Background: an optimization exercise with open tools, aiming at small area, a short achievable clock period and few clock cycles. Do not read the settings as production practice.
Power is estimated from default activity; no workload was simulated.

old:
// bellmanford
module bellmanford (reset, clock, GMAR1, GMDR1, GMAR2, GMDR2, IMAR, IMDR, WMAR1, WMAR2, WMDR1, WMDR2, WMWDR, WMWAR, WMWE, OMAR, OMDR, OMWAR, OMWDR, OMWE, NegCycle, Finish);
input clock,reset;
output wire [12:0] GMAR1;
input wire [127:0] GMDR1;
output wire [12:0] GMAR2;
input wire [127:0] GMDR2;
output reg [12:0] IMAR;
input wire [7:0] IMDR;
output wire [12:0] WMAR1;
input wire [127:0] WMDR1;
output wire [12:0] WMAR2;
input wire [127:0] WMDR2;
output wire [12:0] WMWAR;
output wire [127:0] WMWDR;
output reg WMWE;
output wire [12:0] OMAR;
output wire [15:0] OMDR;
assign OMAR = 13'b0;
assign OMDR = 16'b0;
output reg [12:0] OMWAR;
output reg [15:0] OMWDR;
output wire OMWE;
output reg NegCycle;
output reg Finish;
localparam [3:0] QS = 4'd0,    
                 NS = 4'd1,    
                 E  = 4'd2,    
                 NX = 4'd3,    
                 PK = 4'd4,    
                 OA = 4'd5,    
                 OB = 4'd6,    
                 OC = 4'd7,    
                 OD = 4'd8,    
                 DN = 4'd9,    
                 NG = 4'd10;   
reg [3:0] st;
reg [5:0] Nm1;         
reg [5:0] U;           
reg [5:0] src;
reg [7:0] DistU;
reg [5:0] iv;          
reg [7:0] iw;          
reg [5:0] icnt;        
reg [2:0] fslot;       
  ...
==> flow/config.mk <==
export PLATFORM = sky130hd
export DESIGN_NAME = bellmanford
export DESIGN_NICKNAME = bellmanford
export VERILOG_FILES = /design/flow/design.v
export SDC_FILE = /design/flow/constraint.sdc
export NUM_CORES = 4
export LEC_CHECK = 0
export ABC_CLOCK_PERIOD_IN_PS = 3000
export CAP_MARGIN = 20
export CORE_AREA = 5 5 275 275
export DIE_AREA = 0 0 280 280
export SETUP_SLACK_MARGIN = 1.5
export SLEW_MARGIN = 20
==> flow/constraint.sdc <==
create_clock -name core_clock -period 5.0 [get_ports {clock}]
set_input_delay 1.0000 -clock core_clock [delete_from_list [all_inputs] [get_ports {clock}]]
set_output_delay 1.0000 -clock core_clock [all_outputs]
set_load 0.01 [all_outputs]
run.sh (not shown) runs the stock make flow with config.mk's settings and CLKGATE_MAP_FILE= SYNTH_SCRIPT=/design/flow/synth_recipe.tcl, a recipe that flattens the netlist after the stock synthesis.
Complete run, failing final checks: old, reason setup timing.
## Diff of input files: new against old
-- flow/design.v --
<<< old, line 62
    if (reset && !rst_d) ep <= !ep;
end
function [7:0] add8;
    input [7:0] a, b;
    reg [8:0] c;
    integer k;
    begin
        c[0] = 1'b0;
        for (k = 0; k < 8; k = k + 1)
            c[k+1] = (a[k] & b[k]) | ((a[k] ^ b[k]) & c[k]);
        add8 = a ^ b ^ c[7:0];
    end
endfunction
function lt8;          
    input [7:0] a, b;
    integer k;
    begin
        lt8 = 1'b0;
        for (k = 0; k < 8; k = k + 1)
            lt8 = (!a[k] && b[k]) || (!(a[k] ^ b[k]) && lt8);
    end
endfunction
>>> new, line 62
    if (reset && !rst_d) ep <= !ep;
end
function [7:0] add8;   
    input [7:0] a, b;
    reg [7:0] g, p, g1, p1, g2, p2, g3;
    integer k;
    begin
        g = a & b;
        p = a ^ b;
        for (k = 0; k < 8; k = k + 1) begin
            g1[k] = (k >= 1) ? (g[k] | (p[k] & g[k-1])) : g[k];
            p1[k] = (k >= 1) ? (p[k] & p[k-1]) : p[k];
        end
        for (k = 0; k < 8; k = k + 1) begin
            g2[k] = (k >= 2) ? (g1[k] | (p1[k] & g1[k-2])) : g1[k];
            p2[k] = (k >= 2) ? (p1[k] & p1[k-2]) : p1[k];
        end
        for (k = 0; k < 8; k = k + 1)
            g3[k] = (k >= 4) ? (g2[k] | (p2[k] & g2[k-4])) : g2[k];
        add8 = p ^ {g3[6:0], 1'b0};
    end
endfunction
function lt8;          
    input [7:0] a, b;
    reg [7:0] l, e;
    reg [3:0] l1, e1;
    reg [1:0] l2, e2;
    integer k;
    begin
        l = ~a & b;
        e = ~(a ^ b);
        for (k = 0; k < 4; k = k + 1) begin
            l1[k] = l[2*k+1] | (e[2*k+1] & l[2*k]);
            e1[k] = e[2*k+1] & e[2*k];
        end
        for (k = 0; k < 2; k = k + 1) begin
            l2[k] = l1[2*k+1] | (e1[2*k+1] & l1[2*k]);
            e2[k] = e1[2*k+1] & e1[2*k];
        end
        lt8 = l2[1] | (e2[1] & l2[0]);
    end
endfunction
Findings:
new finished end to end and its layout was clean on timing, DRC and antenna. Delta (new minus old): final-layout setup total negative slack moved up, reported clock group power moved down, placement-stage worst setup slack moved up, total routed wirelength moved down. Taking old as the reference, in new portion of netlist area occupied by mux cells now larger, combined area of the multi-input logic cells now smaller, post-route cell area now smaller.
Function was not checked in any run of this note: the RTL went through the layout flow alone.


bellmanford, a different RTL version from the one above (not shown whole).
For scale: roughly 1,900 cells after synthesis, about 180 flip-flops, ~790 I/O pins.
clock: 5.0 ns
lec_check: 0
abc_clock_period_in_ps: 3000
cap_margin: 20
core_area: 5 5 275 275
die_area: 0 0 280 280
setup_slack_margin: 1.5
slew_margin: 20
Change:
--- a/flow/design.v
+++ b/flow/design.v
@@ -139,37 +139,37 @@
         end
         pe64 = {gi[6], gi[2:0], li};
     end
 endfunction
 function [63:0] above;   
     input [5:0] a;
     integer k;
     begin
         for (k = 0; k < 64; k = k + 1) above[k] = (k > a);
     end
 endfunction
 wire [63:0] mask1 = nxt_all ? 64'hffffffffffffffff : above(nxt);
-wire [63:0] dirty_e = dirty | ({63'd0, wv} << wa);
-wire [6:0] pe_u = pe64(dirty_e & mask1);
+wire [6:0] pe_u = pe64(dirty & mask1);
 wire wa_c = wv && lt6(U, wa);
 wire iv_c = relax && lt6(U, iv);
 wire wa_lt = !nxt_has || lt6(wa, nxt);
 wire iv_lt = !nxt_has || lt6(iv, nxt);
 wire iv_lt_wa = lt6(iv, wa);
 wire keep_nxt = !(wa_c && wa_lt) && !(iv_c && iv_lt);   
 wire abv_has = nxt_has || wa_c || iv_c;
 wire [5:0] abv_alt = (iv_c && (!wa_c || iv_lt_wa)) ? iv : wa;
-wire has_d = |dirty_e;
+wire has_d = |dirty;
 wire clr_u = (st == NS) || fresh;
-wire [63:0] dirty_n = (st == QS) ? 64'd0 : (dirty_e & ~({63'd0, clr_u} << U));
+wire [63:0] dirty_n = (st == QS) ? 64'd0 :
+    ((dirty & ~({63'd0, clr_u} << U)) | ({63'd0, relax} << iv));
 always @(posedge clock) dirty <= dirty_n;
 wire [5:0] nmin = keep_nxt ? nxt : abv_alt;
 wire nmin_has = abv_has;
 wire done = (st == NX) || (st == E && icnt == 6'd0);
 wire ahead = (st == E) && (icnt == 6'd0);
 wire [5:0] Ur = ahead ? nxt : U;
 assign GMAR1 = (st == QS) ? 13'd0 : {7'd0, Ur};
 assign GMAR2 = (st == NS || ahead) ? GMDR1[12:0] : fline;
 assign WMAR1 = {7'd0, Ur};
 assign WMAR2 = {7'd0, iv};
 assign WMWE = relax || (st == NS && qfirst);
 assign WMWAR = {7'd0, (st == E) ? iv : U};
@@ -192,37 +192,37 @@
         3'd3: slotw = {GMDR2[77:72], GMDR2[71:64]};
         3'd4: slotw = {GMDR2[61:56], GMDR2[55:48]};
         3'd5: slotw = {GMDR2[45:40], GMDR2[39:32]};
         3'd6: slotw = {GMDR2[29:24], GMDR2[23:16]};
         default: slotw = {GMDR2[13:8], GMDR2[7:0]};
     endcase
 end
 wire [5:0] L = GMDR2[117:112];
 wire [7:0] dN = WMDR1[21:14];
 wire nfirst = (st != E) || ahead;
 wire [7:0] nwn = add8(nfirst ? ((st == NS && qfirst) ? 8'd0 : dN) : DistU,
                       nfirst ? GMDR2[103:96] : slotw[7:0]);
+wire [7:0] nwr = add8(nw, GMDR2[103:96]);
+wire selfn = relax && (iv == nxt);
 wire [5:0] v1 = GMDR2[109:104] - 6'd1;    
 always @(posedge clock) begin
     if (reset) begin
         st <= QS;
         IMAR <= 13'd0;
         OMWAR <= 13'd0;
         Finish <= 1'b0;
         NegCycle <= 1'b0;
     end else begin
-        if (wv) ncc <= 1'b1;
         case (st)
         QS: begin
-            wv <= 1'b0;
             Nm1 <= GMDR1[5:0] - 6'd2;
             U <= IMDR[5:0] - 6'd1;
             nxt <= IMDR[5:0] - 6'd1;
             nxt_all <= 1'b0;
             qfirst <= 1'b1;
             passm1 <= 6'd0;
             ncc <= 1'b1;
             nproc <= 1'b0;
             IMAR <= IMAR + 13'd1;
             st <= NS;
         end
         NS: begin
@@ -235,44 +235,46 @@
             if (U == Nm1) nproc <= 1'b1;
             iv <= v1;
             icnt <= L - 6'd1;
             fslot <= 3'd2;
             fline <= GMDR1[12:0];
             st <= (L == 6'd0) ? NX : E;
         end
         E: begin
             nxt <= nmin;
             nxt_has <= nmin_has;
             wv <= relax;
             wa <= iv;
+            if (relax) begin
+                ncc <= 1'b1;
+            end
             if (icnt != 6'd0) begin
                 iv <= slotw[13:8] - 6'd1;
                 nw <= nwn;
                 icnt <= icnt - 6'd1;
                 fslot <= fslot + 3'd1;
                 if (fslot == 3'd7) fline <= fline + 13'd1;
             end
         end
         NX: begin
             wv <= 1'b0;
         end
         PK: begin
             iv <= IMDR[5:0] - 6'd1;
-            wv <= 1'b0;
             U <= pe_u[5:0];
             nxt <= pe_u[5:0];
             nxt_all <= 1'b0;
             if (passm1 == 6'd0 && !nproc && has_d) begin
                 st <= NS;
-            end else if (!(ncc || wv) || !has_d) begin
+            end else if (!ncc || !has_d) begin
                 st <= OA;
             end else if (passm1 == Nm1) begin
                 st <= NG;
             end else begin
                 passm1 <= passm1 + 6'd1;
                 ncc <= 1'b0;
                 st <= NS;
             end
         end
         OA: begin
             OMWAR <= OMWAR + 13'd1;
             iv <= WMDR2[27:22];
@@ -300,35 +302,35 @@
         end
         DN: begin
         end
         NG: begin
             NegCycle <= 1'b1;
         end
         default: st <= QS;
         endcase
         fresh <= 1'b0;
         if (ahead) begin
             nxt <= pe_u[5:0];
             nxt_has <= pe_u[6];
-            DistU <= dN;
-            nw <= nwn;
+            DistU <= selfn ? nw : dN;
+            nw <= selfn ? nwr : nwn;
             if (nxt == Nm1 && nxt_has) nproc <= 1'b1;
             iv <= v1;
             icnt <= L - 6'd1;
             fslot <= 3'd2;
             fline <= GMDR1[12:0];
         end
         if (done) begin
             if (abv_has) begin
-                if (keep_nxt && nxt_has && st == E && !(relax && iv == nxt)) begin
+                if (keep_nxt && nxt_has && st == E) begin
                     U <= nxt;
                     fresh <= 1'b1;
                     st <= (L == 6'd0) ? NX : E;
                 end else begin
                     U <= keep_nxt ? nxt : abv_alt;
                     nxt <= keep_nxt ? nxt : abv_alt;
                     st <= NS;
                 end
             end else begin
                 nxt_all <= 1'b1;
                 st <= PK;
             end
Wire length drops by 1.4%.
Sequential power drops by 13%.
Cell count climbs by 3.1%.
Hold slack improved by 9.3 ps.
Cell area drops by 1.7%.
First-iteration DRC count climbs by 21%.
Clock power barely changes.
Critical path depth climbs by 2.
Function was not checked in any run of this note: the RTL went through the layout flow alone.

## afterwards: timing with drivers on the ports
The results above use ideal ports. As a check the final layouts listed here were re-extracted and re-timed, cells and wires unchanged. Step 1 sets driving cells, clkbuf_16 on the clock port and buf_2 on the other inputs (assumed; they add their load-dependent delay and slew). Step 2 moves the port delays by t, midway between the first and last clock arrival at a register: inputs arrive t later, outputs are due t later. That takes back most of the time a late clock gives input paths. Slacks: ideal / step 1 / step 2; pairs: ideal / step 1.
run | t, ns | setup slack, ns | hold WS [ns]
old | 0.601 | -0.081 / -0.081 / -0.081 | 0.460 / 0.460 / 0.460
new | 0.591 | 1.069 / 1.069 / 0.694 | 0.508 / 0.508 / 0.508
the first run of note 2 | 0.516 | 1.322 / 1.282 / 1.046 | 0.475 / 0.475 / 0.475
the second run of note 2 | 0.531 | 1.460 / 1.406 / 1.096 | 0.485 / 0.485 / 0.485
The setup slack of new, which loses most, moves by 0.000 ns with the drivers and by -0.375 ns with both steps.
